This design comes from an exercise in tuning for small area and a short achievable clock period on the open sky130 flow, not from production work.
In this exercise RTL edits were held to simulation tests only and were not proved equivalent to the original.
No activity file was given, so power comes from the tool's default toggle rates.

==> flow/design.v, too long to show whole: its modules and the start of the top module <==
// module PE_fa: 4 lines
// module PE_nha: 4 lines
// module PE_xn: 3 lines
// module PE_or: 3 lines
// module PE_pg: 4 lines
// module PE_sel: 3 lines
// module PE_prod: 128 lines
// module PE_acc0: 101 lines
// module PE_acc1: 156 lines
// module PE_acc2: 159 lines
// module PE_acc3: 164 lines
// module PE_prod_and: 137 lines
// module PE_acc00: 124 lines
// module PE_x3: 52 lines
// module matrix_dot_4x4: 171 lines
module matrix_dot_4x4 (
    input clk,
    input reset,
    input [7:0] A_in_0, A_in_1, A_in_2, A_in_3,
    input [7:0] B_in_0, B_in_1, B_in_2, B_in_3,
    output [31:0] C_out_00, C_out_01, C_out_02, C_out_03,
    output [31:0] C_out_10, C_out_11, C_out_12, C_out_13,
    output [31:0] C_out_20, C_out_21, C_out_22, C_out_23,
    output [31:0] C_out_30, C_out_31, C_out_32, C_out_33
);
  // ...
==> flow/run.sh <==
#!/bin/bash
# synth_recipe.tcl (not shown) runs the flow's synth.tcl, then flattens the netlist and writes it again
# the make line also repeats each setting of config.mk as NAME=value (left out here)
make -C /OpenROAD-flow-scripts/flow DESIGN_CONFIG=/design/flow/config.mk WORK_HOME=/design/flow/orfs CLKGATE_MAP_FILE= SYNTH_SCRIPT=/design/flow/synth_recipe.tcl finish
==> flow/config.mk <==
export PLATFORM = sky130hd
export DESIGN_NAME = matrix_dot_4x4
export DESIGN_NICKNAME = matrix_dot_4x4
export VERILOG_FILES = /design/flow/design.v
export SDC_FILE = /design/flow/constraint.sdc
export NUM_CORES = 4
export LEC_CHECK = 0
export CAP_MARGIN = 20
export CORE_MARGIN = 2
export CORE_UTILIZATION = 40
export CTS_CLUSTER_DIAMETER = 120
export CTS_CLUSTER_SIZE = 24
export SETUP_SLACK_MARGIN = 2.6
export SLEW_MARGIN = 20
export SYNTH_HIERARCHICAL = 1
==> flow/constraint.sdc <==
create_clock -name core_clock -period 5.0 [get_ports {clk}]
set_input_delay 1.0000 -clock core_clock [delete_from_list [all_inputs] [get_ports {clk}]]
set_output_delay 1.0000 -clock core_clock [all_outputs]
set_load 0.01 [all_outputs]
==> impl_metrics.yaml, run 1 <==
min_path:
  min_path_cells: 1
  worstHoldPathType: "reg2reg"
worst_setup_path:
  path_max_fanout: 5
  crit_type: "reg2reg"
  crit_top_cell: "ha_4"
  crit_chain: "inv_2, fa_1, ha_4, nand4_1, o211ai_1, nor3_2, a21oi_2, a21o_1, ha_4, nor2_4, xor2_1"
  critical_path.max_stage_delay_ns: 0.50
  critPathLaunchType: "register"
  crit_family: "adder cells"
final_layout:
  final_common_cell: "dfxtp_1"
  num-nonclk-inverters: 343
  synthToLayoutAreaGrowth_pct: 6.67
  largest_reg_flops: 37
  buffer_area_frac: 0.0666
  nNonClkBuffers: 478
  seq_share: 0.350
  nNetsFinal: 5800
cts:
  post_cts_buffers: 73
  cts_buffer_depth: 3
  numCtsBuffers: 51
  cts_root_buf: "clkbuf_16"
  cts-htree-levels: 2
synthesis:
  synth_fa_ha_area_frac: 0.203
  synth_cells: 5290
placed_design:
  place_hpwl_um: 110000
  placed_cell_area_um2: 57600
floorplanning:
  die_h_um: 383
  num_rows: 139
job:
  maxCapViolCount: 0
detailed_routing:
  routedWlPerCell_um: 20.7
  wl_met1_um: 60900
timing:
  final.min_clock_period_ns: 2.53
  fin_tns_setup_ns: 0
status:
  outcome: "complete, no violations"
grt:
  grt_antenna_before_repair: 30
  grt_pass1_wl_um: 215000
  grt_pass1_vias: 36000
  grt_max_degree: 25
power_and_ir_drop:
  power_leader: "combinational logic"
  power_uw: 46800
==> inputs of run 2 (changes only) <==
--- a/flow/config.mk
+++ b/flow/config.mk
@@ -7,3 +7,3 @@
 export LEC_CHECK = 0
-export CAP_MARGIN = 20
+export CAP_MARGIN = 5
 export CORE_MARGIN = 2
@@ -13,3 +13,4 @@
 export SETUP_SLACK_MARGIN = 2.6
-export SLEW_MARGIN = 20
+export SLEW_MARGIN = 5
 export SYNTH_HIERARCHICAL = 1
+export TNS_END_PERCENT = 20
==> impl_metrics.yaml, run 2 <==
status:
  outcome: "complete, no violations"
worst_setup_path:
  cp_slowest_cell: "clkdlybuf4s50_1"
  critPathLaunchType: "register"
  arrival_ns: 1.62
  cp_num_cells: 1
  crit_start: "q01[8]$_DFF_P_"
  cp_num_buf_inv: 1
  crit_chain: "clkdlybuf4s50_1"
  end_kind: "output port"
  r2r-start: "q10[9]$_DFF_P_"
  required_ns: 4.00
  crit_type: "reg2out"
  reg2regPathDepth: 8
  critical_path.max_stage_delay_ns: 0.55
  path_max_fanout: 2
  crit_family: "buffers and inverters"
final_layout:
  regArea_um2: 21400
  largest_reg_flops: 37
  fin_area_um2: 60100
  drive_gt1_frac: 0.137
  nFillCells: 13600
  nNetsFinal: 5741
  largest_register: "m00"
  final_cells: 6876
  layout_common_cells: "dfxtp_1 (965), a222oi_1 (420), fa_1 (357)"
  multi_input_area_um2: 29600
  synthToLayoutAreaGrowth_pct: 4.58
  final_common_cell: "dfxtp_1"
timing:
  final.min_clock_period_ns: 2.62
  setup_violations: 0
  hold_viol_final: 0
  holdWs_ns: 0.330
  worst_pin_slew_ns: 0.670
  worst_slack_ns: 2.38
  rsz0062_at_grt: "yes"
  relSlewSlack: 0.553
  fin_tns_setup_ns: 0
  drv_slew: 0
  fmax_mhz: 382
  period_share: 0.524
  finalClockSkew_ns: 0.0411
cts:
  numCtsBuffers: 51
  insertion_delay_ns: 0.70
  cts-htree-levels: 2
  cts.sinks: 1060
  clk_pin_slew_ns: 0.10
  cts_tree: "built"
  cts_root_buf: "clkbuf_16"
  cts_buffer_depth: 3
synthesis:
  seq_area_frac_synth: 0.369
  synth_commonest_cells: "dfxtp_1 (1,060), buf_4 (1,014), a222oi_1 (420)"
  synth_top_area_share: 0.369
  yosysMostFrequentCell: "dfxtp_1"
  synth_top_area_cell: "dfxtp_1"
  synthFlopType: "dfxtp_1"
  synth_enable_flop_cells: 0
  synth_cells: 5290
  yosysUniqueCellTypes: 69
  yosys_warnings: 7
  synthArstFlopShare: 0
  syn_area_um2: 57500
  synth.area.top_cells: "dfxtp_1 (37%), buf_4 (13%), fa_1 (13%)"
  synth-seq-cells: 1060
  avgSynthCellArea_um2: 10.9
placed_design:
  pre_cts_ws_ns: 1.38
  numPortBuffers: 340
  placed_cells: 6738
  placed_cell_area_um2: 56800
  gp_congestion: 0.918
  place_hpwl_um: 109000
power_and_ir_drop:
  p_leak_uw: 0.0246
  switching_power_uw: 18300
  power_density_nw_per_um2: 730
  p_int_uw: 25600
  clkPwrFrac: 0.105
  power_switching_share: 0.416
  p_seq_frac: 0.295
  ir_drop_mv: 0.448
  pwr-share-comb: 0.600
floorplanning:
  ioPinCount: 578
  initial_core_util: 0.402
  num_rows: 139
  die_h_um: 383
  dieArea_um2: 147000
  core_um2: 143000
  die_w_um: 383
min_path:
  min_path_cells: 1
  hp-start: "m30[1]$_DFF_P_"
  worstHoldPathType: "reg2reg"
detailed_routing:
  routedWlPerCell_um: 20.6
  dr.pass1.iters: 14
  vias: 35800
  finalWirelength_um: 142000
  drtIter0Drc: 5064
  via_per_inst: 5.21
  ant_nets: 0
  drc_errors: 0
grt:
  grt_pass1_vias: 35800
  track_usage: 0.186
  grt_pass1_wl_um: 214000
  grt_antenna_before_repair: 28
  grt_overflow: 0
  grt_max_degree: 25
job:
  maxCapViolCount: 0
[run 2: logic make-up (layout without fill, tap and decap cells)]
kind of cell,Yosys count,in the layout,share of synthesized area
buffers and inverters,1377,820,0.158
DFF,1060,1060,0.369
and+or+nand+nor,989,989,0.0933
AOI/OAI and AO/OA,845,845,0.127
adders and majority gates,712,712,0.203
xor gates and xnor gates,241,241,0.0367
muxes,65,65,0.0127
other,1,241,0.0000652
[run 2: power by group through the flow]
stage,Combinational (µW),Sequential (µW),Clock [µW]
floorplan,23800,12800,0
global placement,23300,13100,0
detailed placement,23500,13100,0
CTS,24300,13000,4830
global route,29500,13200,5090
finish,26300,12900,4620
[run 2: what timing repair did]
action	4_1_cts	5_1_grt
endpoints found under the hold margin	0	0
endpoints found under the setup margin	512	446
gates resized for setup	523	249
pin swaps	69	123
buffers inserted	22	53
hold buffers	0	0
[run 2: path summary, 6_finish.rpt]
check / to / slack [ns]
min: q30[1]$_DFF_P_ / 0.33
min reg2reg: q30[1]$_DFF_P_ / 0.33
max reg2reg: q11[13]$_DFF_P_ / 2.46
max: C_out_01[8] / 2.38
[run 2: cell type report]
type | instances | share of cell area
diodes | 5 | 0.000208
clock buffers | 51 | 0.0212
clock inverters | 7 | 0.00144
inverters | 343 | 0.0215
multi-input cells | 3088 | 0.493
flip-flops and latches | 1060 | 0.356
well taps | 1903 | 0.0396
repair buffers | 419 | 0.0674
[run 2: per-layer routing]
metal / part of all wire / track usage
met1: 0.43 / 0.244
met3: 0.074 / 0.0375
met4: 0.025 / 0.0470
met5: 0.00083 / 0
met2: 0.47 / 0.313
[run 2: per-module statistics from Yosys (local to each module, per instance), excerpt]
module | times used | cells
matrix_dot_4x4 | 1 | 1297
PE_acc00 | 1 | 74
PE_prod_and | 1 | 117
PE_pg | 237 | 1
PE_acc3 | 4 | 113
PE_acc2 | 4 | 112
[run 2: metrics by stage]
stage | total power, µW | utilization
6_report | 43900 | 0.420
5_1_grt | 47800 | 0.420
4_1_cts | 42100 | 0.411
3_5_place_dp | 36600 | 0.397
3_3_place_gp | 36300 | 0.397
2_1_floorplan | 36600 | -
==> inputs of run 3 (changes only) <==
==> flow/flow/run.sh (new file) <==
#!/bin/bash
# Layout flow: the standard layout (standard.sh), with the port buffers
# made of plain buffers instead of the delay-cell footprint buffer_ports picks
# by default. Every tool's output goes to standard.log in this folder.
set -euo pipefail
export BUFFER_PORTS_ARGS="-buffer_cell sky130_fd_sc_hd__buf_2"
bash standard.sh finish > standard.log 2>&1
==> flow/standard.sh (new file) <==
#!/bin/bash
# synth_recipe.tcl (not shown) runs the flow's synth.tcl, then flattens the netlist and writes it again
# the make line also repeats each setting of config.mk as NAME=value (left out here)
make -C /OpenROAD-flow-scripts/flow DESIGN_CONFIG=/design/flow/config.mk WORK_HOME=/design/flow/orfs CLKGATE_MAP_FILE= SYNTH_SCRIPT=/design/flow/synth_recipe.tcl "${@:-finish}"
removed: flow/run.sh
==> impl_metrics.yaml, run 3 <==
synthesis:
  synth_enable_flop_cells: 0
  yosys_warnings: 7
  synth.area.top_cells: "dfxtp_1 (37%), buf_4 (13%), fa_1 (13%)"
  synth_cells: 5290
  avgSynthCellArea_um2: 10.9
  seq_area_frac_synth: 0.369
  yosysMostFrequentCell: "dfxtp_1"
  synth_top_area_share: 0.369
  yosysUniqueCellTypes: 69
  synthArstFlopShare: 0
  synthFlopType: "dfxtp_1"
  syn_area_um2: 57500
  synth_commonest_cells: "dfxtp_1 (1,060), buf_4 (1,014), a222oi_1 (420)"
  synth_top_area_cell: "dfxtp_1"
  synth-seq-cells: 1060
detailed_routing:
  drtIter0Drc: 5697
  ant_nets: 0
  vias: 36000
  drc_errors: 0
  dr.pass1.iters: 12
  routedWlPerCell_um: 20.5
  finalWirelength_um: 141000
  via_per_inst: 5.24
floorplanning:
  initial_core_util: 0.402
  core_um2: 143000
  dieArea_um2: 147000
  ioPinCount: 578
  num_rows: 139
  die_h_um: 383
  die_w_um: 383
cts:
  numCtsBuffers: 51
  cts_buffer_depth: 3
  cts-htree-levels: 2
  insertion_delay_ns: 0.70
  clk_pin_slew_ns: 0.10
  cts_tree: "built"
  cts_root_buf: "clkbuf_16"
  cts.sinks: 1060
timing:
  period_share: 0.502
  rsz0062_at_grt: "yes"
  worst_slack_ns: 2.49
  worst_pin_slew_ns: 0.605
  fmax_mhz: 399
  relSlewSlack: 0.597
  holdWs_ns: 0.364
  setup_violations: 0
  fin_tns_setup_ns: 0
  final.min_clock_period_ns: 2.51
  drv_slew: 0
  hold_viol_final: 0
  finalClockSkew_ns: 0.0435
grt:
  track_usage: 0.186
  grt_pass1_vias: 35400
  grt_antenna_before_repair: 32
  grt_overflow: 0
  grt_max_degree: 25
  grt_pass1_wl_um: 214000
placed_design:
  numPortBuffers: 340
  pre_cts_ws_ns: 1.97
  placed_cells: 6734
  gp_congestion: 0.911
  place_hpwl_um: 108000
job:
  maxCapViolCount: 0
worst_setup_path:
  required_ns: 5.61
  crit_type: "reg2reg"
  critical_path.max_stage_delay_ns: 0.36
  cp_slowest_cell: "dfxtp_2"
  crit_top_cell: "ha_4"
  path_max_fanout: 4
  end_kind: "register"
  critPathLaunchType: "register"
  crit_chain: "inv_2, ha_4, or2_4, ha_4, or3_4, and4_4, o21a_1, o21ai_2, nand2b_1, ha_4, nor2_2, xor2_1"
  arrival_ns: 3.12
power_and_ir_drop:
  p_leak_uw: 0.0239
  power_uw: 44300
  ir_drop_mv: 0.501
  power_density_nw_per_um2: 754
final_layout:
  final_cells: 6884
  synthToLayoutAreaGrowth_pct: 2.18
  final_common_cell: "dfxtp_1"
  nNetsFinal: 5741
  largest_register: "m00"
  drive_gt1_frac: 0.195
  largest_reg_flops: 37
  layout_common_cells: "dfxtp_1 (972), a222oi_1 (420), fa_1 (350)"
status:
  outcome: "complete, no violations"
min_path:
  worstHoldPathType: "reg2reg"
[run 3: modules after synthesis (local to each module, per instance)]
module	area, µm²	times used
PE_acc3	691	4
PE_acc00	508	1
PE_prod	380	15
PE_acc1	759	4
PE_pg	12.5	237
PE_xn	8.76	90
PE_or	6.26	90
PE_x3	360	5
matrix_dot_4x4	23000	1
PE_acc0	509	3
PE_prod_and	701	1
PE_fa	20.0	360
PE_sel	10.0	420
PE_acc2	682	4
[run 3: path summary, 6_finish.rpt]
kind         slack (ns)  cells after the start             end           start
min                0.36                      1  q30[0]$_DFF_P_  m30[0]$_DFF_P_
max reg2reg        2.49                     12  q32[9]$_DFF_P_  q31[0]$_DFF_P_
max                2.49                     12  q32[9]$_DFF_P_  q31[0]$_DFF_P_
min reg2reg        0.36                      1  q30[0]$_DFF_P_  m30[0]$_DFF_P_
[run 3: final cells by class]
| class | count | area, µm² |
|---|---|---|
| well taps | 1903 | 2380 |
| clock buffers | 51 | 1280 |
| multi-input cells | 3088 | 30000 |
| diodes | 12 | 30.0 |
| clock inverters | 8 | 134 |
| inverters | 343 | 1290 |
| fillers | 13600 | 84400 |
| repair buffers | 419 | 2310 |
| flip-flops and latches | 1060 | 21400 |
[run 3: cell families (layout without fill, tap and decap cells)]
family	after synthesis	count (layout)	share of synthesized area
buffers and inverters	1377	821	0.158
DFF	1060	1060	0.369
and+or+nand+nor	989	989	0.0933
AOI/OAI and AO/OA	845	845	0.127
adders and majority gates	712	712	0.203
xor gates and xnor gates	241	241	0.0367
muxes	65	65	0.0127
other	1	248	0.0000652
[run 3: what timing repair did]
item | 4_1_cts | 5_1_grt
hold buffers | 0 | 0
setup endpoints to repair | 122 | 132
setup buffers | 36 | 43
gates resized for setup | 228 | 130
pin swaps | 110 | 140
[run 3: worst max-delay path: cells and delay by family (launching register included)]
kind / cells / cell delay, ns
AO/OA/AOI/OAI: 2 / 0.38
XOR/XNOR: 1 / 0.16
flip-flops: 1 / 0.36
buffers and inverters: 1 / 0.06
AND/OR/NAND/NOR: 5 / 0.93
adder cells (fa/ha/maj): 3 / 0.54
[run 3: layer usage]
metal,share of wire,vias up,track usage
li1,-,16700,-
met1,0.42,17500,0.247
met2,0.47,1577,0.304
met3,0.077,218,0.0345
met4,0.032,16,0.0608
met5,0.00073,-,0
[run 3: power breakdown]
group          internal (µW)  switching [µW]
clock                   1920            2790
combinational          12600           14200
sequential             11100            1710
total                  25600           18700
[run 3: through the flow]
stage                util  area, µm²
detailed placement  0.385      55100
floorplan               -      58800
global placement    0.385      55100
global route        0.410      58700
CTS                 0.404      57800
finish              0.410      58800
==> inputs of run 4 (changes only) <==
--- a/flow/config.mk
+++ b/flow/config.mk
@@ -9,3 +9,3 @@
 export CORE_MARGIN = 2
-export CORE_UTILIZATION = 40
+export CORE_UTILIZATION = 46
 export CTS_CLUSTER_DIAMETER = 120
==> impl_metrics.yaml, run 4 <==
cts:
  insertion_delay_ns: 0.69
  cts.sinks: 1060
  cts_root_buf: "clkbuf_16"
  cts_buffer_depth: 3
  cts-htree-levels: 2
  clk_pin_slew_ns: 0.09
  hold_buffers: 0
  cts_tree: "built"
  numCtsBuffers: 50
timing:
  period_share: 0.504
  fmax_mhz: 396
  rsz0062_at_grt: "yes"
  worst_pin_slew_ns: 0.634
  final.min_clock_period_ns: 2.52
  relSlewSlack: 0.577
  hold_viol_final: 0
  setup_violations: 0
  finalClockSkew_ns: 0.0309
  fin_tns_setup_ns: 0
  drv_slew: 0
  worst_slack_ns: 2.48
worst_setup_path:
  crit_family: "adder cells"
  critPathLaunchType: "register"
  crit_type: "reg2reg"
  end_kind: "register"
  r2r-start: "q12[9]$_DFF_P_"
  cp_slowest_cell: "fa_1"
  crit_chain: "inv_2, fa_1, ha_4, nand4_1, o211ai_1, nor3_2, a21oi_4, a21o_1, ha_2, nor2_4, xor2_1"
  critical_path.max_stage_delay_ns: 0.51
  arrival_ns: 3.09
  ff2ff_setup_slack_ns: 2.48
  path_max_fanout: 4
  reg2regPathDepth: 11
  cp_num_buf_inv: 1
  r2r_end: "q13[17]$_DFF_P_"
  required_ns: 5.57
final_layout:
  nNetsFinal: 5743
  largest_reg_flops: 37
  final_common_cell: "dfxtp_1"
  layout_common_cells: "dfxtp_1 (970), a222oi_1 (420), fa_1 (352)"
  drive_gt1_frac: 0.200
  synthToLayoutAreaGrowth_pct: 1.73
  nFillCells: 11400
  fin_util: 0.472
  fin_area_um2: 58500
  largest_register: "m00"
synthesis:
  synthFlopType: "dfxtp_1"
  seq_area_frac_synth: 0.369
  yosys_warnings: 7
  avgSynthCellArea_um2: 10.9
  synth_cells: 5290
  yosysMostFrequentCell: "dfxtp_1"
  synth_enable_flop_cells: 0
  syn_area_um2: 57500
  synth_commonest_cells: "dfxtp_1 (1,060), buf_4 (1,014), a222oi_1 (420)"
  synth_top_area_cell: "dfxtp_1"
  synth-seq-cells: 1060
  synth_top_area_share: 0.369
  synth.area.top_cells: "dfxtp_1 (37%), buf_4 (13%), fa_1 (13%)"
  synthArstFlopShare: 0
  yosysUniqueCellTypes: 69
grt:
  grt_overflow: 0
  track_usage: 0.208
  grt_max_degree: 25
  grt_pass1_vias: 35300
  grt_pass1_wl_um: 208000
  grt_antenna_before_repair: 31
floorplanning:
  dieArea_um2: 128000
  core_um2: 124000
  ioPinCount: 578
  num_rows: 129
  die_h_um: 358
  initial_core_util: 0.464
  die_w_um: 358
detailed_routing:
  vias: 36000
  drtIter0Drc: 4928
  drc_errors: 0
  routedWlPerCell_um: 20.8
  ant_nets: 0
  finalWirelength_um: 138000
  dr.pass1.iters: 14
  via_per_inst: 5.45
power_and_ir_drop:
  ir_drop_mv: 0.391
  power_density_nw_per_um2: 758
  p_leak_uw: 0.0239
  power_uw: 44300
min_path:
  hp-start: "m20[1]$_DFF_P_"
  min_to: "q20[1]$_DFF_P_"
  worstHoldPathType: "reg2reg"
  min_path_cells: 1
placed_design:
  placed_cell_area_um2: 54700
  numPortBuffers: 340
  place_hpwl_um: 106000
  gp_congestion: 0.893
  pre_cts_ws_ns: 1.94
job:
  maxCapViolCount: 0
status:
  outcome: "complete, no violations"
## run 4: final cells by class
cell class	count	area, µm²	share of cell area
repair buffers	422	2340	0.0401
flip-flops and latches	1060	21400	0.365
diodes	9	22.5	0.000385
clock buffers	51	1280	0.0218
clock inverters	5	53.8	0.000920
inverters	343	1290	0.0221
multi-input cells	3088	30100	0.514
well taps	1637	2050	0.0350
## run 4: how the worst max path moves through the flow
stage / from / to / depth (start not counted) / slack (ns)
after floorplan: B_in_1[0] / m01[12]$_DFF_P_ / 5 / 2.25
after global placement: B_in_3[2] / m03[14]$_DFF_P_ / 5 / 1.98
after detailed placement: B_in_2[0] / m02[12]$_DFF_P_ / 5 / 1.94
after CTS: q12[0]$_DFF_P_ / q13[17]$_DFF_P_ / 12 / 2.50
after global routing: q12[0]$_DFF_P_ / q13[9]$_DFF_P_ / 12 / 2.37
final: q12[9]$_DFF_P_ / q13[17]$_DFF_P_ / 11 / 2.48
## run 4: cells by family (layout without fill, tap and decap cells)
logic type                 Yosys count  count (layout)  synth area share
AOI/OAI and AO/OA                  845             845             0.127
xor gates and xnor gates           241             241            0.0367
adders and majority gates          712             712             0.203
buffers and inverters             1377             821             0.158
DFF                               1060            1060             0.369
muxes                               65              65            0.0127
other                                1             245         0.0000652
and+or+nand+nor                    989             989            0.0933
## run 4: metrics by stage
step / hold WS (ns) / std cells
4_1_cts: 0.361 / 6569
3_3_place_gp: 0.341 / 6468
2_1_floorplan: 0.367 / 5525
3_5_place_dp: 0.347 / 6468
5_1_grt: 0.375 / 6613
6_report: 0.357 / 6615
## run 4: metal layers
layer	routed length [µm]	part of all wire	track usage
met1	58900	0.43	0.274
met5	112	0.00081	0
met4	3880	0.028	0.0583
met2	64300	0.47	0.344
met3	10600	0.077	0.0444
## run 4: worst register-to-register path, stage by stage, from the launching register on
cell,delay (ns)
dfxtp_2,0.37
inv_2,0.05
fa_1,0.51
ha_4,0.31
nand4_1,0.09
o211ai_1,0.27
nor3_2,0.10
a21oi_4,0.21
a21o_1,0.14
ha_2,0.19
nor2_4,0.04
xor2_1,0.13
## run 4: modules after synthesis, one instance, submodules excluded, a selection
module | cells | flops+latches | copies in the design | area, µm²
PE_x3 | 41 | 0 | 5 | 360
PE_acc2 | 112 | 0 | 4 | 682
PE_fa | 1 | 0 | 360 | 20.0
PE_acc0 | 72 | 0 | 3 | 509
matrix_dot_4x4 | 1297 | 1060 | 1 | 23000
PE_prod_and | 117 | 0 | 1 | 701
PE_acc3 | 113 | 0 | 4 | 691
PE_acc1 | 111 | 0 | 4 | 759
PE_xn | 1 | 0 | 90 | 8.76
PE_pg | 1 | 0 | 237 | 12.5
## run 4: what timing repair did
item | in CTS | in global routing
endpoints found under the setup margin | 115 | 137
buffers inserted | 45 | 37
resized for setup | 223 | 161
pin swaps | 117 | 130
## run 4: where the power goes
group          leakage, µW  internal [µW]  switching (µW)  total (µW)
clock             0.000657           1850            2720        4570
combinational       0.0143          12700           14200       26900
sequential         0.00891          11100            1720       12800
==> inputs of run 5 (changes only) <==
--- a/flow/config.mk
+++ b/flow/config.mk
@@ -7,3 +7,3 @@
 export LEC_CHECK = 0
-export CAP_MARGIN = 5
+export CAP_MARGIN = 0
 export CORE_MARGIN = 2
@@ -13,4 +13,4 @@
 export SETUP_SLACK_MARGIN = 2.6
-export SLEW_MARGIN = 5
+export SLEW_MARGIN = 0
 export SYNTH_HIERARCHICAL = 1
-export TNS_END_PERCENT = 20
+export TNS_END_PERCENT = 5
==> impl_metrics.yaml, run 5 <==
timing:
  fmax_mhz: 387
  rsz0062_at_grt: "yes"
  fin_tns_setup_ns: 0
  final.min_clock_period_ns: 2.58
  drv_slew: 0
  finalClockSkew_ns: 0.0441
  relSlewSlack: 0.560
  period_share: 0.516
  setup_violations: 0
  worst_pin_slew_ns: 0.659
  hold_viol_final: 0
power_and_ir_drop:
  power_density_nw_per_um2: 748
  p_leak_uw: 0.0238
  power_uw: 43300
  ir_drop_mv: 0.427
floorplanning:
  num_rows: 129
  ioPinCount: 578
  die_w_um: 358
  die_h_um: 358
  initial_core_util: 0.464
  dieArea_um2: 128000
  core_um2: 124000
final_layout:
  drive_gt1_frac: 0.179
  largest_register: "m00"
  final_cells: 6600
  nNetsFinal: 5730
  largest_reg_flops: 37
  layout_common_cells: "dfxtp_1 (984), a222oi_1 (420), fa_1 (361)"
  final_common_cell: "dfxtp_1"
  fin_util: 0.468
  synthToLayoutAreaGrowth_pct: 0.675
synthesis:
  synth_commonest_cells: "dfxtp_1 (1,060), buf_4 (1,014), a222oi_1 (420)"
  synthArstFlopShare: 0
  yosysUniqueCellTypes: 69
  synth_top_area_cell: "dfxtp_1"
  synth-seq-cells: 1060
  syn_area_um2: 57500
  yosys_warnings: 7
  synth_enable_flop_cells: 0
  synth.area.top_cells: "dfxtp_1 (37%), buf_4 (13%), fa_1 (13%)"
  avgSynthCellArea_um2: 10.9
  synth_top_area_share: 0.369
  synth_cells: 5290
  synthFlopType: "dfxtp_1"
  seq_area_frac_synth: 0.369
  yosysMostFrequentCell: "dfxtp_1"
worst_setup_path:
  end_kind: "register"
  critPathLaunchType: "register"
  r2r_end: "q13[17]$_DFF_P_"
  arrival_ns: 3.20
  required_ns: 5.62
  reg2regPathDepth: 13
  crit_type: "reg2reg"
  r2r-start: "q12[11]$_DFF_P_"
  ff2ff_setup_slack_ns: 2.42
  path_max_fanout: 4
min_path:
  hp-start: "m30[0]$_DFF_P_"
  worstHoldPathType: "reg2reg"
  min_to: "q30[0]$_DFF_P_"
  min_path_cells: 1
grt:
  grt_pass1_wl_um: 208000
  grt_overflow: 0
  grt_pass1_vias: 35500
  grt_max_degree: 25
  track_usage: 0.208
  grt_antenna_before_repair: 28
placed_design:
  numPortBuffers: 340
  placed_cells: 6468
  place_hpwl_um: 106000
  gp_congestion: 0.903
cts:
  numCtsBuffers: 50
  cts_buffer_depth: 3
  hold_buffers: 0
  cts_tree: "built"
  cts-htree-levels: 2
  insertion_delay_ns: 0.68
  clk_pin_slew_ns: 0.09
  cts.sinks: 1060
  cts_root_buf: "clkbuf_16"
detailed_routing:
  drtIter0Drc: 5012
  finalWirelength_um: 137000
  routedWlPerCell_um: 20.8
  drc_errors: 0
  vias: 36100
  ant_nets: 0
  dr.pass1.iters: 15
  via_per_inst: 5.46
status:
  outcome: "complete, no violations"
job:
  maxCapViolCount: 0
-- run 5: logic make-up (layout without fill, tap and decap cells) --
logic type	count (synthesis)	after routing	synth area share
XOR/XNOR	241	241	0.0367
buffers and inverters	1377	808	0.158
adder cells (fa/ha/maj)	712	712	0.203
AO/OA/AOI/OAI	845	845	0.127
AND/OR/NAND/NOR	989	989	0.0933
flip-flops	1060	1060	0.369
other	1	243	0.0000652
multiplexers	65	65	0.0127
-- run 5: power breakdown --
group	internal (µW)	switching [µW]	total (µW)
registers	11100	1720	12800
logic	12000	13900	25900
clock network	1860	2710	4570
total	25000	18300	43300
-- run 5: timing repair --
item                                    in CTS  in global routing
endpoints found under the setup margin     129                139
resized for setup                          238                 84
pin swaps                                  131                 46
setup buffers                               58                 11
-- run 5: modules after synthesis (local to each module, per instance), excerpt --
module | cells inside | flops+latches | times used | area (µm²)
PE_xn | 1 | 0 | 90 | 8.76
PE_prod_and | 117 | 0 | 1 | 701
matrix_dot_4x4 | 1297 | 1060 | 1 | 23000
PE_pg | 1 | 0 | 237 | 12.5
PE_prod | 56 | 0 | 15 | 380
PE_x3 | 41 | 0 | 5 | 360
PE_or | 1 | 0 | 90 | 6.26
PE_acc2 | 112 | 0 | 4 | 682
PE_acc3 | 113 | 0 | 4 | 691
PE_acc0 | 72 | 0 | 3 | 509
PE_sel | 1 | 0 | 420 | 10.0
-- run 5: critical path, cell delays in order (launching register included) --
cell and delay [ns]:
dfxtp_2 0.36, inv_1 0.06, fa_1 0.52, ha_4 0.23, buf_12 0.13, nand3_1 0.07
o211ai_1 0.10, buf_4 0.17, nor3_4 0.21, a21oi_4 0.09, a21o_1 0.17, ha_2 0.19
nor2_4 0.09, xor2_1 0.13
-- run 5: layout make-up --
class	instances	area [µm²]
fill	11500	65900
sequential	1060	21300
clock inverter	4	48.8
timing repair buffer	409	2230
antenna	7	17.5
tap	1637	2050
multi-input combinational	3088	29600
clock buffer	52	1290
inverter	343	1290
-- run 5: worst max path at each step --
| stage | startpoint | end | depth (start not counted) | slack, ns |
|---|---|---|---|---|
| final | q12[11]$_DFF_P_ | q13[17]$_DFF_P_ | 13 | 2.42 |
| after global routing | q12[11]$_DFF_P_ | q13[17]$_DFF_P_ | 13 | 2.34 |
| after CTS | q12[0]$_DFF_P_ | q13[17]$_DFF_P_ | 12 | 2.50 |
| after detailed placement | A_in_1[2] | m10[12]$_DFF_P_ | 5 | 1.96 |
| after global placement | B_in_1[0] | m01[12]$_DFF_P_ | 5 | 1.92 |
| after floorplan | B_in_1[0] | m01[12]$_DFF_P_ | 5 | 2.25 |
-- run 5: metrics by stage --
stage	cell area, µm²	hold WS (ns)	setup WS, ns
final	57900	0.365	2.42
after global routing	57900	0.372	2.34
after CTS	57400	0.366	2.50
after detailed placement	54500	0.344	1.96
after global placement	54500	0.343	1.92
after floorplan	58600	0.367	2.25
-- run 5: layer usage --
metal	wire length, µm	track usage	up-vias
li1	-	-	16600
met4	3720	0.0534	24
met5	133	0	-
met2	64100	0.347	1569
met3	11300	0.0434	213
met1	57900	0.276	17600
==> inputs of run 6 (changes only) <==
--- a/flow/config.mk
+++ b/flow/config.mk
@@ -9,3 +9,3 @@
 export CORE_MARGIN = 2
-export CORE_UTILIZATION = 46
+export CORE_UTILIZATION = 34
 export CTS_CLUSTER_DIAMETER = 120
==> impl_metrics.yaml, run 6 <==
status:
  outcome: "complete, no violations"
timing:
  worst_pin_slew_ns: 0.703
  final.min_clock_period_ns: 2.54
  drv_slew: 0
  fmax_mhz: 394
  rsz0062_at_grt: "yes"
  worst_slack_ns: 2.46
  setup_violations: 0
  period_share: 0.507
  relSlewSlack: 0.532
  fin_tns_setup_ns: 0
  finalClockSkew_ns: 0.0346
  hold_viol_final: 0
worst_setup_path:
  ff2ff_setup_slack_ns: 2.46
  cp_num_buf_inv: 1
  cp_slowest_cell: "dfxtp_4"
  critPathLaunchType: "register"
  reg2regPathDepth: 12
  critical_path.max_stage_delay_ns: 0.38
  required_ns: 5.59
  crit_family: "simple AND/OR/NAND/NOR gates"
  end_kind: "register"
  crit_top_cell: "ha_4"
  arrival_ns: 3.12
  crit_chain: "inv_2, ha_4, or2_4, ha_4, or3_4, and4_4, o21a_1, o21ai_2, nand2b_1, ha_2, nor2_4, xor2_1"
  path_max_fanout: 3
  r2r_end: "q12[9]$_DFF_P_"
  crit_type: "reg2reg"
  r2r-start: "q11[0]$_DFF_P_"
job:
  maxCapViolCount: 0
synthesis:
  synth_mux_area_frac: 0.0127
  synth-compound-area-share: 0.127
  synth_top_family_by_area: "adder cells"
  synth_fa_ha_area_frac: 0.203
  synth_enable_flop_cells: 0
  synth_commonest_cells: "dfxtp_1 (1,060), buf_4 (1,014), a222oi_1 (420)"
  yosysUniqueCellTypes: 69
  yosys_warnings: 7
  synth_top_area_share: 0.369
  synth-seq-cells: 1060
  synth_top_area_cell: "dfxtp_1"
  avgSynthCellArea_um2: 10.9
  synth_cells: 5290
  synthArstFlopShare: 0
  synthFlopType: "dfxtp_1"
  syn_area_um2: 57500
  yosysMostFrequentCell: "dfxtp_1"
  synth_xor_area_frac: 0.0367
  synth-simple-area-share: 0.0933
  synth.area.top_cells: "dfxtp_1 (37%), buf_4 (13%), fa_1 (13%)"
  seq_area_frac_synth: 0.369
cts:
  cts.sinks: 1060
  numCtsBuffers: 51
  cts_tree: "built"
  clk_pin_slew_ns: 0.10
  insertion_delay_ns: 0.70
  cts-htree-levels: 2
  cts_buffer_depth: 3
  cts_root_buf: "clkbuf_16"
final_layout:
  nNetsFinal: 5724
  final_common_cell: "dfxtp_1"
  layout_common_cells: "dfxtp_1 (980), a222oi_1 (420), fa_1 (364)"
  largest_register: "m00"
  drive_gt1_frac: 0.176
  synthToLayoutAreaGrowth_pct: 1.62
  fin_area_um2: 58400
  largest_reg_flops: 37
  fin_util: 0.349
min_path:
  min_path_cells: 1
  hp-start: "m10[0]$_DFF_P_"
  worstHoldPathType: "reg2reg"
  min_to: "q10[0]$_DFF_P_"
power_and_ir_drop:
  power_density_nw_per_um2: 737
  p_leak_uw: 0.0237
  p_int_uw: 24700
  clkPwrFrac: 0.109
  power_switching_share: 0.426
  ir_drop_mv: 0.354
  pwr-share-comb: 0.593
  switching_power_uw: 18300
  p_seq_frac: 0.298
placed_design:
  numPortBuffers: 340
  place_hpwl_um: 112000
  pre_cts_ws_ns: 1.87
  placed_cell_area_um2: 55200
  gp_congestion: 0.908
detailed_routing:
  dr.pass1.iters: 13
  routedWlPerCell_um: 20.0
  drtIter0Drc: 4801
  drc_errors: 0
  vias: 36000
  ant_nets: 0
  finalWirelength_um: 143000
  via_per_inst: 5.02
floorplanning:
  initial_core_util: 0.343
  ioPinCount: 578
  num_rows: 150
  core_um2: 168000
  die_w_um: 415
  die_h_um: 415
  dieArea_um2: 172000
grt:
  grt_pass1_vias: 36200
  grt_antenna_before_repair: 30
  grt_max_degree: 25
  track_usage: 0.161
  grt_overflow: 0
  grt_pass1_wl_um: 217000
[run 6: cell families after synthesis]
family,after synthesis
AOI/OAI and AO/OA,845
xor gates and xnor gates,241
adders and majority gates,712
buffers and inverters,1377
DFF,1060
muxes,65
other,1
and+or+nand+nor,989
[run 6: worst reg2reg max path: stages, from the launching register on]
cell and delay, ns:
dfxtp_4 0.38, inv_2 0.05, ha_4 0.20, or2_4 0.23, ha_4 0.16, or3_4 0.33
and4_4 0.20, o21a_1 0.20, o21ai_2 0.15, nand2b_1 0.08, ha_2 0.19, nor2_4 0.08
xor2_1 0.18
[run 6: worst max path at each step]
| stage | start | end | slack [ns] | cells past startpoint |
|---|---|---|---|---|
| after floorplan | B_in_1[0] | m01[12]$_DFF_P_ | 2.25 | 5 |
| after global placement | A_in_3[0] | m30[12]$_DFF_P_ | 1.87 | 5 |
| after detailed placement | A_in_3[0] | m30[12]$_DFF_P_ | 1.87 | 5 |
| after CTS | q01[0]$_DFF_P_ | q02[9]$_DFF_P_ | 2.50 | 12 |
| after global routing | q12[13]$_DFF_P_ | q13[17]$_DFF_P_ | 2.36 | 11 |
| final | q11[0]$_DFF_P_ | q12[9]$_DFF_P_ | 2.46 | 12 |
[run 6: stage by stage]
| step | total power (µW) | instances | hold WS, ns |
|---|---|---|---|
| after global placement | 35000 | 7035 | 0.345 |
| after global routing | 46900 | 7166 | 0.394 |
| after detailed placement | 35300 | 7035 | 0.343 |
| final | 43100 | 7168 | 0.369 |
| after floorplan | 36200 | 5525 | 0.367 |
| after CTS | 42700 | 7146 | 0.365 |
[run 6: cell type report]
cell class	instances	area, µm²
fill	16700	109000
multi-input combinational	3088	29400
sequential	1060	21300
tap	2204	2760
timing repair buffer	402	2170
clock buffer	54	1300
inverter	343	1290
clock inverter	9	106
antenna	8	20.0
[run 6: per-layer routing]
metal  routed length [µm]  track usage  vias up
met5                  125            0        -
met4                 5630       0.0614       20
met3                 8000       0.0236      245
met2                71700        0.282     1325
met1                57800        0.198    17700
li1                     -            -    16600
[run 6: power by group through the flow]
stage | combinational, µW | sequential, µW | clock, µW
final | 25500 | 12800 | 4710
after global routing | 28600 | 13100 | 5200
after CTS | 25000 | 12900 | 4920
after detailed placement | 22300 | 13000 | 0
after global placement | 22000 | 13000 | 0
after floorplan | 23400 | 12800 | 0
[run 6: what timing repair did]
item | 4_1_cts | 5_1_grt
hold endpoints to repair | 0 | 0
endpoints found under the setup margin | 158 | 140
hold buffers | 0 | 0
gates cloned | 0 | 0
pin swaps | 110 | 57
setup buffers | 48 | 14
resized for setup | 243 | 55
[run 6: per-module statistics from Yosys (local to each module, per instance)]
module	flip-flops and latches	copies in the design	area [µm²]
PE_xn	0	90	8.76
PE_sel	0	420	10.0
PE_or	0	90	6.26
PE_acc1	0	4	759
PE_x3	0	5	360
PE_prod	0	15	380
PE_acc3	0	4	691
PE_acc2	0	4	682
PE_fa	0	360	20.0
PE_pg	0	237	12.5
PE_prod_and	0	1	701
matrix_dot_4x4	1060	1	23000
PE_acc0	0	3	509
PE_acc00	0	1	508
==> inputs of run 7 (changes only) <==
--- a/flow/config.mk
+++ b/flow/config.mk
@@ -9,3 +9,3 @@
 export CORE_MARGIN = 2
-export CORE_UTILIZATION = 34
+export CORE_UTILIZATION = 40
 export CTS_CLUSTER_DIAMETER = 120
==> impl_metrics.yaml, run 7 <==
cts:
  hold_buffers: 0
  cts.sinks: 1060
  cts_buffer_depth: 3
  cts_root_buf: "clkbuf_16"
  cts_tree: "built"
  insertion_delay_ns: 0.69
  clk_pin_slew_ns: 0.10
  numCtsBuffers: 51
  cts-htree-levels: 2
detailed_routing:
  ant_nets: 0
  vias: 36000
  dr.pass1.iters: 12
  routedWlPerCell_um: 20.4
  drc_errors: 0
  via_per_inst: 5.24
  finalWirelength_um: 140000
  drtIter0Drc: 5151
power_and_ir_drop:
  ir_drop_mv: 0.483
  power_density_nw_per_um2: 741
  power_uw: 43000
  p_leak_uw: 0.0238
min_path:
  min_to: "q30[0]$_DFF_P_"
  hp-start: "m30[0]$_DFF_P_"
  worstHoldPathType: "reg2reg"
  min_path_cells: 1
synthesis:
  synth_cells: 5290
  seq_area_frac_synth: 0.369
  synthFlopType: "dfxtp_1"
  avgSynthCellArea_um2: 10.9
  yosysMostFrequentCell: "dfxtp_1"
  synth.area.top_cells: "dfxtp_1 (37%), buf_4 (13%), fa_1 (13%)"
  yosys_warnings: 7
  synthArstFlopShare: 0
  yosysUniqueCellTypes: 69
  synth-seq-cells: 1060
  synth_commonest_cells: "dfxtp_1 (1,060), buf_4 (1,014), a222oi_1 (420)"
  synth_top_area_share: 0.369
  syn_area_um2: 57500
  synth_enable_flop_cells: 0
  synth_top_area_cell: "dfxtp_1"
floorplanning:
  dieArea_um2: 147000
  die_h_um: 383
  core_um2: 143000
  ioPinCount: 578
  initial_core_util: 0.402
  num_rows: 139
  die_w_um: 383
worst_setup_path:
  crit_start: "q11[0]$_DFF_P_"
  r2r_end: "q12[9]$_DFF_P_"
  reg2regPathDepth: 12
  required_ns: 5.60
  arrival_ns: 3.12
  ff2ff_setup_slack_ns: 2.48
  end_kind: "register"
  r2r-start: "q11[0]$_DFF_P_"
  path_max_fanout: 4
  crit_type: "reg2reg"
  critPathLaunchType: "register"
final_layout:
  nNetsFinal: 5730
  drive_gt1_frac: 0.177
  largest_reg_flops: 37
  synthToLayoutAreaGrowth_pct: 1.01
  largest_register: "m00"
  nFillCells: 13700
  layout_common_cells: "dfxtp_1 (992), a222oi_1 (420), fa_1 (362)"
  final_common_cell: "dfxtp_1"
timing:
  finalClockSkew_ns: 0.0315
  final.min_clock_period_ns: 2.52
  setup_violations: 0
  fin_tns_setup_ns: 0
  rsz0062_at_grt: "yes"
  drv_slew: 0
  fmax_mhz: 397
  worst_pin_slew_ns: 0.748
  relSlewSlack: 0.502
  period_share: 0.504
  hold_viol_final: 0
placed_design:
  gp_congestion: 0.908
  numPortBuffers: 340
  place_hpwl_um: 109000
grt:
  grt_pass1_vias: 35700
  grt_max_degree: 25
  grt_antenna_before_repair: 28
  grt_pass1_wl_um: 213000
  grt_overflow: 0
  track_usage: 0.185
status:
  outcome: "complete, no violations"
job:
  maxCapViolCount: 0
run 7: critical path, stage by stage (launching register included):
cell      delay [ns]
dfxtp_4         0.38
inv_2           0.04
ha_4            0.20
or2_4           0.23
ha_4            0.16
or3_4           0.34
and4_4          0.20
o21a_1          0.20
o21ai_2         0.16
nand2b_1        0.08
ha_2            0.17
nor2_2          0.09
xor2_1          0.19
run 7: area by class of cell:
cell class,instances,area (µm²),area share
Inverter,343,1290,0.0222
Sequential cell,1060,21300,0.367
Clock inverter,6,96.3,0.00166
Multi-Input combinational cell,3088,29400,0.507
Timing Repair Buffer,408,2210,0.0381
Clock buffer,55,1310,0.0226
Antenna cell,7,17.5,0.000302
Tap cell,1903,2380,0.0410
run 7: logic make-up (layout without fill, tap and decap cells):
group           Yosys count  count (layout)  share of synthesized area
buf+inv                1377             812                      0.158
simple gates            989             989                     0.0933
mux                      65              65                     0.0127
compound gates          845             845                      0.127
fa+ha+maj               712             712                      0.203
other cells               1             243                  0.0000652
xor+xnor                241             241                     0.0367
flops                  1060            1060                      0.369
run 7: metal layers:
| metal | GRT usage | wire length, µm |
|---|---|---|
| met1 | 0.242 | 58600 |
| met2 | 0.306 | 65800 |
| met3 | 0.0377 | 11200 |
| met4 | 0.0584 | 4650 |
| met5 | 0 | 114 |
run 7: worst max path at each step:
stage,to,slack [ns],depth (start not counted)
floorplan,m01[12]$_DFF_P_,2.25,5
global placement,m01[12]$_DFF_P_,1.92,5
detailed placement,m01[13]$_DFF_P_,1.99,5
CTS,q12[9]$_DFF_P_,2.46,12
global route,q12[9]$_DFF_P_,2.39,11
finish,q12[9]$_DFF_P_,2.48,12
run 7: metrics by stage:
stage	cells	utilization	setup slack [ns]	cell area, µm²	hold WS, ns
final	6870	0.406	2.48	58100	0.365
after floorplan	5525	-	2.25	58600	0.367
after detailed placement	6734	0.383	1.99	54800	0.342
after global routing	6868	0.406	2.39	58100	0.385
after CTS	6847	0.403	2.46	57700	0.365
after global placement	6734	0.383	1.92	54800	0.344
run 7: report_power, final:
part | total [µW] | switching (µW) | internal (µW) | leakage [µW]
Sequential | 12800 | 1740 | 11100 | 0.00891
Clock | 4730 | 2780 | 1950 | 0.000693
Combinational | 25500 | 13800 | 11700 | 0.0142
Total | 43000 | 18300 | 24700 | 0.0238
run 7: per-module statistics from Yosys (local to each module, per instance):
module	cells inside	cell area [µm²]
matrix_dot_4x4	1297	23000
PE_acc1	111	759
PE_prod_and	117	701
PE_acc3	113	691
PE_acc2	112	682
PE_acc0	72	509
PE_acc00	74	508
PE_prod	56	380
PE_x3	41	360
PE_fa	1	20.0
PE_pg	1	12.5
PE_sel	1	10.0
PE_xn	1	8.76
PE_or	1	6.26
run 7: timing repair:
item / CTS / global route
endpoints found under the setup margin: 154 / 154
resized for setup: 223 / 77
buffers inserted: 52 / 16
pin swaps: 123 / 65
==> inputs of run 8 (changes only) <==
--- a/flow/config.mk
+++ b/flow/config.mk
@@ -7,2 +7,3 @@
 export LEC_CHECK = 0
+export ABC_AREA = 1
 export CAP_MARGIN = 0
==> impl_metrics.yaml, run 8 <==
min_path:
  min_path_cells: 1
  hp-start: "m00[0]$_DFF_P_"
  worstHoldPathType: "reg2reg"
synthesis:
  synth-compound-area-share: 0.0130
  avgSynthCellArea_um2: 7.44
  synth_cells: 8957
  yosys_warnings: 7
  yosysMostFrequentCell: "nand2_1"
  synth_fa_ha_area_frac: 0.175
  synth_commonest_cells: "nand2_1 (3,041), inv_1 (1,551), dfxtp_1 (1,060)"
  synth-seq-cells: 1060
  synth_top_area_cell: "dfxtp_1"
  synthFlopType: "dfxtp_1"
  synth_xor_area_frac: 0.0120
  seq_area_frac_synth: 0.318
  synthArstFlopShare: 0
  synth_mux_area_frac: 0
  synth-simple-area-share: 0.271
  yosysUniqueCellTypes: 27
  synth_top_area_share: 0.318
  synth_enable_flop_cells: 0
  syn_area_um2: 66700
  synth_top_family_by_area: "simple AND/OR/NAND/NOR gates"
  synth.area.top_cells: "dfxtp_1 (32%), nand2_1 (17%), buf_4 (11%)"
final_layout:
  final_common_cell: "nand2_1"
  largest_reg_flops: 37
  largest_register: "m00"
  drive_gt1_frac: 0.163
  layout_common_cells: "nand2_1 (3,004), inv_1 (1,540), dfxtp_1 (998)"
  synthToLayoutAreaGrowth_pct: 0.411
  fin_util: 0.405
  nNetsFinal: 9370
floorplanning:
  num_rows: 149
  ioPinCount: 578
  dieArea_um2: 170000
  core_um2: 165000
  die_h_um: 412
  die_w_um: 412
  initial_core_util: 0.404
worst_setup_path:
  cp_slowest_cell: "dfxtp_1"
  crit_type: "reg2out"
  arrival_ns: 1.45
  cp_num_buf_inv: 1
  ff2ff_setup_slack_ns: 2.56
  critical_path.max_stage_delay_ns: 0.54
  path_max_fanout: 2
  crit_chain: "buf_2"
  end_kind: "output port"
  r2r-start: "b2_0[2]$_DFF_P_"
  crit_start: "q20[4]$_DFF_P_"
  critPathLaunchType: "register"
  required_ns: 4.00
  crit_family: "flip-flops"
  cp_num_cells: 1
  reg2regPathDepth: 7
timing:
  drv_slew: 0
  worst_slack_ns: 2.55
  period_share: 0.491
  hold_viol_final: 0
  relSlewSlack: 0.577
  fmax_mhz: 408
  rsz0062_at_grt: "yes"
  setup_violations: 0
  worst_pin_slew_ns: 0.632
  final.min_clock_period_ns: 2.45
  fin_tns_setup_ns: 0
  holdWs_ns: 0.364
  finalClockSkew_ns: 0.0514
detailed_routing:
  via_per_inst: 4.32
  finalWirelength_um: 163000
  routedWlPerCell_um: 15.1
  ant_nets: 0
  drc_errors: 0
  drtIter0Drc: 2483
  dr.pass1.iters: 5
  vias: 46600
power_and_ir_drop:
  power_uw: 41700
  p_leak_uw: 0.0382
  power_density_nw_per_um2: 623
  ir_drop_mv: 0.426
grt:
  track_usage: 0.190
  grt_max_degree: 25
  grt_pass1_wl_um: 253000
  grt_antenna_before_repair: 29
  grt_pass1_vias: 45000
  grt_overflow: 0
cts:
  cts_root_buf: "clkbuf_16"
  numCtsBuffers: 52
  insertion_delay_ns: 0.71
  cts_tree: "built"
  cts_buffer_depth: 3
  cts-htree-levels: 2
  clk_pin_slew_ns: 0.10
  cts.sinks: 1060
placed_design:
  place_hpwl_um: 131000
  numPortBuffers: 340
  gp_congestion: 0.908
  pre_cts_ws_ns: 1.89
job:
  maxCapViolCount: 0
status:
  outcome: "complete, no violations"
run 8: cell types whose count changed after synthesis, moves of 110 or more:
cell,change
a222oi_1,-420
inv_1,+1208
inv_2,+120
nand2_1,+2726
nand2_2,+110
nand3_1,+206
nor2_1,+192
nor2_2,+433
xnor2_1,-119
run 8: layout make-up:
| type | instances | area, µm² |
|---|---|---|
| inverters | 1671 | 6270 |
| fillers | 17000 | 98200 |
| multi-input cells | 5431 | 33100 |
| diodes | 5 | 12.5 |
| clock inverters | 10 | 208 |
| flip-flops and latches | 1060 | 21300 |
| clock buffers | 52 | 1300 |
| repair buffers | 376 | 1970 |
| well taps | 2189 | 2740 |
run 8: report_power, final:
group	switching, µW	internal [µW]
Clock	2850	2020
Combinational	14400	9670
Sequential	1810	11000
run 8: kinds of logic (layout without fill, tap and decap cells):
logic type	count (synthesis)	after routing
AOI/OAI and AO/OA	160	160
xor gates and xnor gates	91	91
adders and majority gates	712	712
buffers and inverters	2701	2109
DFF	1060	1060
other	1	241
and+or+nand+nor	4232	4232
run 8: path summary, 6_finish.rpt:
kind | end
max | C_out_20[4]
min | q00[0]$_DFF_P_
max reg2reg | m12[16]$_DFF_P_
min reg2reg | q00[0]$_DFF_P_
run 8: per-layer routing:
| metal | global-route usage | vias up | wire, µm |
|---|---|---|---|
| li1 | - | 24100 | - |
| met1 | 0.251 | 21400 | 74600 |
| met2 | 0.324 | 882 | 76800 |
| met3 | 0.0293 | 209 | 7640 |
| met4 | 0.0455 | 24 | 3790 |
| met5 | 0 | - | 152 |
run 8: timing repair:
item	CTS	global route
setup endpoints to repair	75	107
gates resized for setup	50	177
hold endpoints to repair	0	0
pin swaps	15	77
setup buffers	1	35
hold buffers	0	0
run 8: per-module statistics from Yosys (local to each module, per instance), a selection:
module          cell area (µm²)  copies in the design  cells inside
PE_acc3                     769                     4           152
PE_acc1                     790                     4           154
PE_pg                      12.5                   237             1
PE_prod_and                 701                     1           117
PE_prod                     408                    15            76
PE_fa                      20.0                   360             1
matrix_dot_4x4            23000                     1          1297
PE_sel                     25.0                   420             6
PE_acc00                    606                     1           114
PE_xn                      18.8                    90             5
PE_acc0                     588                     3           118
run 8: through the flow:
| step | std cells | area [µm²] |
|---|---|---|
| finish | 10800 | 67000 |
| global route | 10800 | 67000 |
| CTS | 10800 | 65900 |
| detailed placement | 10700 | 64200 |
| global placement | 10700 | 64200 |
| floorplan | 9192 | 67600 |
==> inputs of run 9 (changes only) <==
--- a/flow/config.mk
+++ b/flow/config.mk
@@ -7,3 +7,2 @@
 export LEC_CHECK = 0
-export ABC_AREA = 1
 export CAP_MARGIN = 0
@@ -13,3 +12,3 @@
 export CTS_CLUSTER_SIZE = 24
-export SETUP_SLACK_MARGIN = 2.6
+export SETUP_SLACK_MARGIN = 2.8
 export SLEW_MARGIN = 0
==> impl_metrics.yaml, run 9 <==
status:
  outcome: "complete, no violations"
final_layout:
  nNetsFinal: 5779
  regArea_um2: 21400
  synthToLayoutAreaGrowth_pct: 3.08
  multi_input_area_um2: 30100
  final_common_cell: "dfxtp_1"
  layout_common_cells: "dfxtp_1 (947), a222oi_1 (420), fa_1 (361)"
  largest_reg_flops: 37
  fin_util: 0.414
  drive_gt1_frac: 0.213
  largest_register: "m00"
  final_cells: 6920
  nFillCells: 13600
detailed_routing:
  ant_nets: 0
  routedWlPerCell_um: 20.5
  via_per_inst: 5.23
  drtIter0Drc: 5215
  finalWirelength_um: 142000
  dr.pass1.iters: 14
  vias: 36200
  drc_errors: 0
placed_design:
  placed_cells: 6734
  place_hpwl_um: 109000
  gp_congestion: 0.908
  numPortBuffers: 340
synthesis:
  synth_top_area_share: 0.369
  yosys_warnings: 7
  yosysMostFrequentCell: "dfxtp_1"
  synth_enable_flop_cells: 0
  avgSynthCellArea_um2: 10.9
  synth-seq-cells: 1060
  yosysUniqueCellTypes: 69
  synth_commonest_cells: "dfxtp_1 (1,060), buf_4 (1,014), a222oi_1 (420)"
  synth_cells: 5290
  synthArstFlopShare: 0
  syn_area_um2: 57500
  synth.area.top_cells: "dfxtp_1 (37%), buf_4 (13%), fa_1 (13%)"
  seq_area_frac_synth: 0.369
  synthFlopType: "dfxtp_1"
  synth_top_area_cell: "dfxtp_1"
power_and_ir_drop:
  clkPwrFrac: 0.105
  pwr-share-comb: 0.609
  switching_power_uw: 18900
  p_int_uw: 26100
  p_seq_frac: 0.286
  p_leak_uw: 0.0241
  power_uw: 45000
  ir_drop_mv: 0.502
  power_switching_share: 0.420
  power_density_nw_per_um2: 758
grt:
  grt_max_degree: 25
  grt_pass1_wl_um: 214000
  grt_pass1_vias: 36000
  grt_antenna_before_repair: 29
  grt_overflow: 0
  track_usage: 0.186
timing:
  finalClockSkew_ns: 0.0295
  final.min_clock_period_ns: 2.52
  rsz0062_at_grt: "yes"
  relSlewSlack: 0.493
  fin_tns_setup_ns: 0
  worst_pin_slew_ns: 0.761
  fmax_mhz: 396
  holdWs_ns: 0.365
  setup_violations: 0
  period_share: 0.505
  drv_slew: 0
  hold_viol_final: 0
worst_setup_path:
  required_ns: 5.58
  cp_num_buf_inv: 1
  path_max_fanout: 5
  crit_type: "reg2reg"
  arrival_ns: 3.11
  critical_path.max_stage_delay_ns: 0.51
  crit_top_cell: "ha_4"
  critPathLaunchType: "register"
  crit_family: "adder cells"
  cp_slowest_cell: "fa_1"
  end_kind: "register"
  crit_chain: "inv_2, fa_1, ha_4, a21oi_4, o211ai_1, nor3_2, a21oi_2, a21o_1, ha_4, nor2_2, xor2_1"
floorplanning:
  num_rows: 139
  dieArea_um2: 147000
  initial_core_util: 0.402
  ioPinCount: 578
  core_um2: 143000
  die_w_um: 383
  die_h_um: 383
min_path:
  worstHoldPathType: "reg2reg"
cts:
  hold_buffers: 0
  cts_tree: "built"
  cts-htree-levels: 2
  numCtsBuffers: 51
  cts.sinks: 1060
  clk_pin_slew_ns: 0.09
  cts_root_buf: "clkbuf_16"
  cts_buffer_depth: 3
  insertion_delay_ns: 0.68
job:
  maxCapViolCount: 0
run 9: cell count changes after synthesis, sizes merged, moves of 119 or more:
cell	before	now
nand3	265	26
nor2	748	131
inv	1671	343
xnor2	21	140
nand2	3177	316
a222oi	0	420
run 9: metal layers:
metal / wire length (µm) / track usage / vias up
met4: 4580 / 0.0576 / 18
met5: 104 / 0 / -
met2: 67000 / 0.309 / 1479
li1: - / - / 16800
met3: 10600 / 0.0388 / 233
met1: 59700 / 0.243 / 17700
run 9: cell families (layout without fill, tap and decap cells):
family	Yosys count	after routing	share of synthesized area
compound gates	845	845	0.127
xor+xnor	241	241	0.0367
fa+ha+maj	712	712	0.203
buf+inv	1377	861	0.158
flops	1060	1060	0.369
mux	65	65	0.0127
other cells	1	244	0.0000652
simple gates	989	989	0.0933
run 9: what timing repair did:
action                     4_1_cts  5_1_grt
setup buffers                   68       49
setup endpoints to repair      449      528
hold endpoints to repair         0        0
gates resized for setup        299      203
pin swaps                      164      127
run 9: layout make-up:
cell class,instances,area share
Inverter,343,0.0218
Sequential cell,1060,0.362
Tap cell,1903,0.0402
Clock buffer,55,0.0221
Clock inverter,6,0.00163
Multi-Input combinational cell,3088,0.508
Antenna cell,8,0.000338
Timing Repair Buffer,457,0.0438
run 9: stage by stage:
step                instance area, µm²  worst slack, ns
finish                           59300             2.48
global route                     59300             2.38
CTS                              58200             2.47
detailed placement               54800             1.99
global placement                 54800             1.92
floorplan                        58600             2.25
run 9: worst register-to-register path, stage by stage (launching register included):
cell and delay [ns]:
dfxtp_2 0.38, inv_2 0.05, fa_1 0.51, ha_4 0.33
a21oi_4 0.06, o211ai_1 0.35, nor3_2 0.09, a21oi_2 0.17
a21o_1 0.18, ha_4 0.13, nor2_2 0.03, xor2_1 0.14
run 9: final timing paths:
path	endpoint	slack, ns	cells past startpoint	start
max	q03[17]$_DFF_P_	2.48	11	q02[7]$_DFF_P_
min	q30[0]$_DFF_P_	0.36	1	m30[0]$_DFF_P_
max reg2reg	q03[17]$_DFF_P_	2.48	11	q02[7]$_DFF_P_
min reg2reg	q30[0]$_DFF_P_	0.36	1	m30[0]$_DFF_P_
run 9: power by group through the flow:
stage	Sequential [µW]	Clock, µW	Combinational (µW)
floorplan	12800	0	23400
global placement	13000	0	21800
detailed placement	13000	0	22200
CTS	12900	4930	25800
global route	13100	5200	30500
finish	12800	4730	27400
run 9: modules after synthesis, one instance, submodules excluded, excerpt:
module	flip-flops and latches	cells inside	cell area, µm²	times used
PE_acc0	0	72	509	3
PE_prod_and	0	117	701	1
PE_acc1	0	111	759	4
PE_prod	0	56	380	15
PE_acc3	0	113	691	4
PE_pg	0	1	12.5	237
PE_sel	0	1	10.0	420
PE_acc2	0	112	682	4
PE_xn	0	1	8.76	90
PE_acc00	0	74	508	1
PE_or	0	1	6.26	90
==> inputs of run 10 (changes only) <==
--- a/flow/config.mk
+++ b/flow/config.mk
@@ -10,5 +10,5 @@
 export CORE_UTILIZATION = 40
-export CTS_CLUSTER_DIAMETER = 120
-export CTS_CLUSTER_SIZE = 24
-export SETUP_SLACK_MARGIN = 2.8
+export CTS_CLUSTER_DIAMETER = 135
+export CTS_CLUSTER_SIZE = 27
+export SETUP_SLACK_MARGIN = 2.6
 export SLEW_MARGIN = 0
==> impl_metrics.yaml, run 10 <==
status:
  outcome: "complete, no violations"
detailed_routing:
  ant_nets: 0
  via_per_inst: 5.23
  drc_errors: 0
  vias: 35900
  routedWlPerCell_um: 20.4
  dr.pass1.iters: 15
  drtIter0Drc: 5160
  finalWirelength_um: 140000
power_and_ir_drop:
  p_int_uw: 24500
  pwr-share-comb: 0.595
  power_density_nw_per_um2: 737
  switching_power_uw: 18200
  power_switching_share: 0.427
  power_uw: 42600
  ir_drop_mv: 0.451
  p_leak_uw: 0.0237
  clkPwrFrac: 0.103
  p_seq_frac: 0.301
cts:
  clk_pin_slew_ns: 0.10
  cts_buffer_depth: 3
  hold_buffers: 0
  cts_root_buf: "clkbuf_16"
  cts_tree: "built"
  insertion_delay_ns: 0.67
  numCtsBuffers: 45
  cts-htree-levels: 2
  cts.sinks: 1060
floorplanning:
  ioPinCount: 578
  dieArea_um2: 147000
  core_um2: 143000
  initial_core_util: 0.402
  num_rows: 139
  die_w_um: 383
  die_h_um: 383
final_layout:
  nNetsFinal: 5725
  synthToLayoutAreaGrowth_pct: 0.677
  largest_reg_flops: 37
  final_common_cell: "dfxtp_1"
  layout_common_cells: "dfxtp_1 (988), a222oi_1 (420), fa_1 (364)"
  drive_gt1_frac: 0.174
  largest_register: "m00"
  fin_area_um2: 57900
  final_cells: 6864
worst_setup_path:
  reg2regPathDepth: 11
  critPathLaunchType: "register"
  r2r_end: "q03[17]$_DFF_P_"
  path_max_fanout: 5
  required_ns: 5.57
  ff2ff_setup_slack_ns: 2.47
  crit_type: "reg2reg"
  arrival_ns: 3.10
  end_kind: "register"
  r2r-start: "q02[7]$_DFF_P_"
timing:
  setup_violations: 0
  worst_pin_slew_ns: 0.704
  fin_tns_setup_ns: 0
  relSlewSlack: 0.531
  finalClockSkew_ns: 0.0280
  final.min_clock_period_ns: 2.53
  drv_slew: 0
  hold_viol_final: 0
  fmax_mhz: 395
  period_share: 0.507
  rsz0062_at_grt: "yes"
  holdWs_ns: 0.350
synthesis:
  synth-seq-cells: 1060
  avgSynthCellArea_um2: 10.9
  synthFlopType: "dfxtp_1"
  yosysMostFrequentCell: "dfxtp_1"
  synth_fa_ha_area_frac: 0.203
  synth_cells: 5290
  synth_top_family_by_area: "adder cells"
  synth_xor_area_frac: 0.0367
  synth_enable_flop_cells: 0
  synth-compound-area-share: 0.127
  yosys_warnings: 7
  synthArstFlopShare: 0
  synth_commonest_cells: "dfxtp_1 (1,060), buf_4 (1,014), a222oi_1 (420)"
  synth.area.top_cells: "dfxtp_1 (37%), buf_4 (13%), fa_1 (13%)"
  synth_top_area_share: 0.369
  syn_area_um2: 57500
  seq_area_frac_synth: 0.369
  synth_mux_area_frac: 0.0127
  synth-simple-area-share: 0.0933
  synth_top_area_cell: "dfxtp_1"
  yosysUniqueCellTypes: 69
min_path:
  hp-start: "m30[1]$_DFF_P_"
  min_to: "q30[1]$_DFF_P_"
  min_path_cells: 1
  worstHoldPathType: "reg2reg"
placed_design:
  place_hpwl_um: 109000
  numPortBuffers: 340
  gp_congestion: 0.908
  placed_cell_area_um2: 54800
  placed_cells: 6734
job:
  maxCapViolCount: 0
grt:
  grt_pass1_wl_um: 212000
  grt_pass1_vias: 35600
  grt_max_degree: 28
  track_usage: 0.185
  grt_overflow: 0
  grt_antenna_before_repair: 29
## run 10: changes by cell type in the layout (fill, tap and decap cells not counted), moves of 19 or more
cell	before	now
dfxtp_1	947	988
dfxtp_2	82	60
dfxtp_4	31	12
ha_4	100	55
ha_1	218	264
buf_4	112	69
## run 10: modules after synthesis, one instance, submodules excluded, excerpt
module       cells  times used  flops+latches  area [µm²]
PE_prod         56          15              0         380
PE_xn            1          90              0        8.76
PE_x3           41           5              0         360
PE_acc0         72           3              0         509
PE_acc3        113           4              0         691
PE_or            1          90              0        6.26
PE_pg            1         237              0        12.5
PE_prod_and    117           1              0         701
PE_acc00        74           1              0         508
PE_acc1        111           4              0         759
PE_sel           1         420              0        10.0
## run 10: metrics by stage
stage	setup slack, ns	util
after global routing	2.38	0.404
after detailed placement	1.99	0.383
after global placement	1.92	0.383
after floorplan	2.25	-
after CTS	2.46	0.401
final	2.47	0.404
## run 10: cells by family (layout without fill, tap and decap cells)
group	after synthesis	in the layout
multiplexers	65	65
adder cells (fa/ha/maj)	712	712
AND/OR/NAND/NOR	989	989
AO/OA/AOI/OAI	845	845
buffers and inverters	1377	804
flip-flops	1060	1060
XOR/XNOR	241	241
other	1	245
## run 10: layout make-up
| cell class | count | area (µm²) |
|---|---|---|
| Timing Repair Buffer | 409 | 2220 |
| Antenna cell | 9 | 22.5 |
| Multi-Input combinational cell | 3088 | 29400 |
| Tap cell | 1903 | 2380 |
| Clock buffer | 48 | 1170 |
| Clock inverter | 4 | 60.1 |
| Inverter | 343 | 1290 |
| Sequential cell | 1060 | 21300 |
| Fill cell | 13800 | 85200 |
## run 10: layer usage
metal	routed length (µm)	GRT usage	share of wire
met2	65900	0.306	0.47
met3	10600	0.0362	0.075
met1	58900	0.241	0.42
met4	4360	0.0583	0.031
met5	103	0	0.00074
## run 10: timing repair
item                       CTS  global route
resized for setup          218            78
setup buffers               44            25
gates cloned                 0             0
setup endpoints to repair  147           157
pin swaps                  107            61
## run 10: worst max-delay path by stage
stage	to	start	depth (start not counted)	slack, ns
after floorplan	m01[12]$_DFF_P_	B_in_1[0]	5	2.25
after global placement	m01[12]$_DFF_P_	B_in_1[0]	5	1.92
after detailed placement	m01[13]$_DFF_P_	B_in_1[0]	5	1.99
after CTS	q12[9]$_DFF_P_	q11[0]$_DFF_P_	12	2.46
after global routing	q12[9]$_DFF_P_	q11[5]$_DFF_P_	11	2.38
final	q03[17]$_DFF_P_	q02[7]$_DFF_P_	11	2.47
## run 10: worst max-delay path: stages (launching register included)
cell,delay (ns)
dfxtp_2,0.37
inv_1,0.05
fa_1,0.49
ha_4,0.33
a21oi_2,0.07
o211ai_1,0.35
nor3_2,0.09
a21oi_2,0.16
a21o_1,0.16
ha_2,0.18
nor2_2,0.04
xor2_1,0.14
## run 10: power groups by stage
stage               sequential, µW  clock (µW)  combinational [µW]
floorplan                    12800           0               23400
global placement             13000           0               21800
detailed placement           13000           0               22200
CTS                          12900        4620               24400
global route                 13100        4860               28500
finish                       12800        4410               25400

-- re-timing with driven ports --
How much do the figures lean on ideal ports? The routed layouts below were timed once more, with nothing changed but the port constraints. Step 1, drivers: a clkbuf_16 drives clk and a buf_2 each remaining input, both assumed. Step 2 times the ports against the registers' clock, not the clock port: input delays grow and output delays shrink by t, the midpoint of the rising clock arrivals with the driver on. a / b / c = no drivers / after step 1 / after step 2; a / b = the first two.
run	t (ns)	setup WS [ns]	clock arrival spread, ns	worst data-port slew with drivers (ns)
run 1	0.754	2.467 / 2.467 / 1.761	0.059 / 0.059	0.16
run 2	0.748	2.381 / 2.301 / 1.732	0.061 / 0.060	0.14
run 3	0.752	2.492 / 2.492 / 1.832	0.044 / 0.044	0.17
run 4	0.748	2.478 / 2.478 / 1.842	0.038 / 0.038	0.15
run 5	0.736	2.418 / 2.418 / 1.812	0.053 / 0.053	0.18
run 6	0.760	2.465 / 2.465 / 1.759	0.041 / 0.041	0.13
run 7	0.748	2.480 / 2.480 / 1.837	0.037 / 0.038	0.15
run 8	0.759	2.547 / 2.463 / 1.776	0.063 / 0.064	0.17
run 9	0.746	2.477 / 2.477 / 1.835	0.036 / 0.036	0.16
run 10	0.738	2.467 / 2.467 / 1.836	0.036 / 0.036	0.15
After both steps every run listed still meets setup and hold. The setup slack of run 8, which loses most, moves by -0.084 ns with the drivers and by -0.771 ns with both steps.
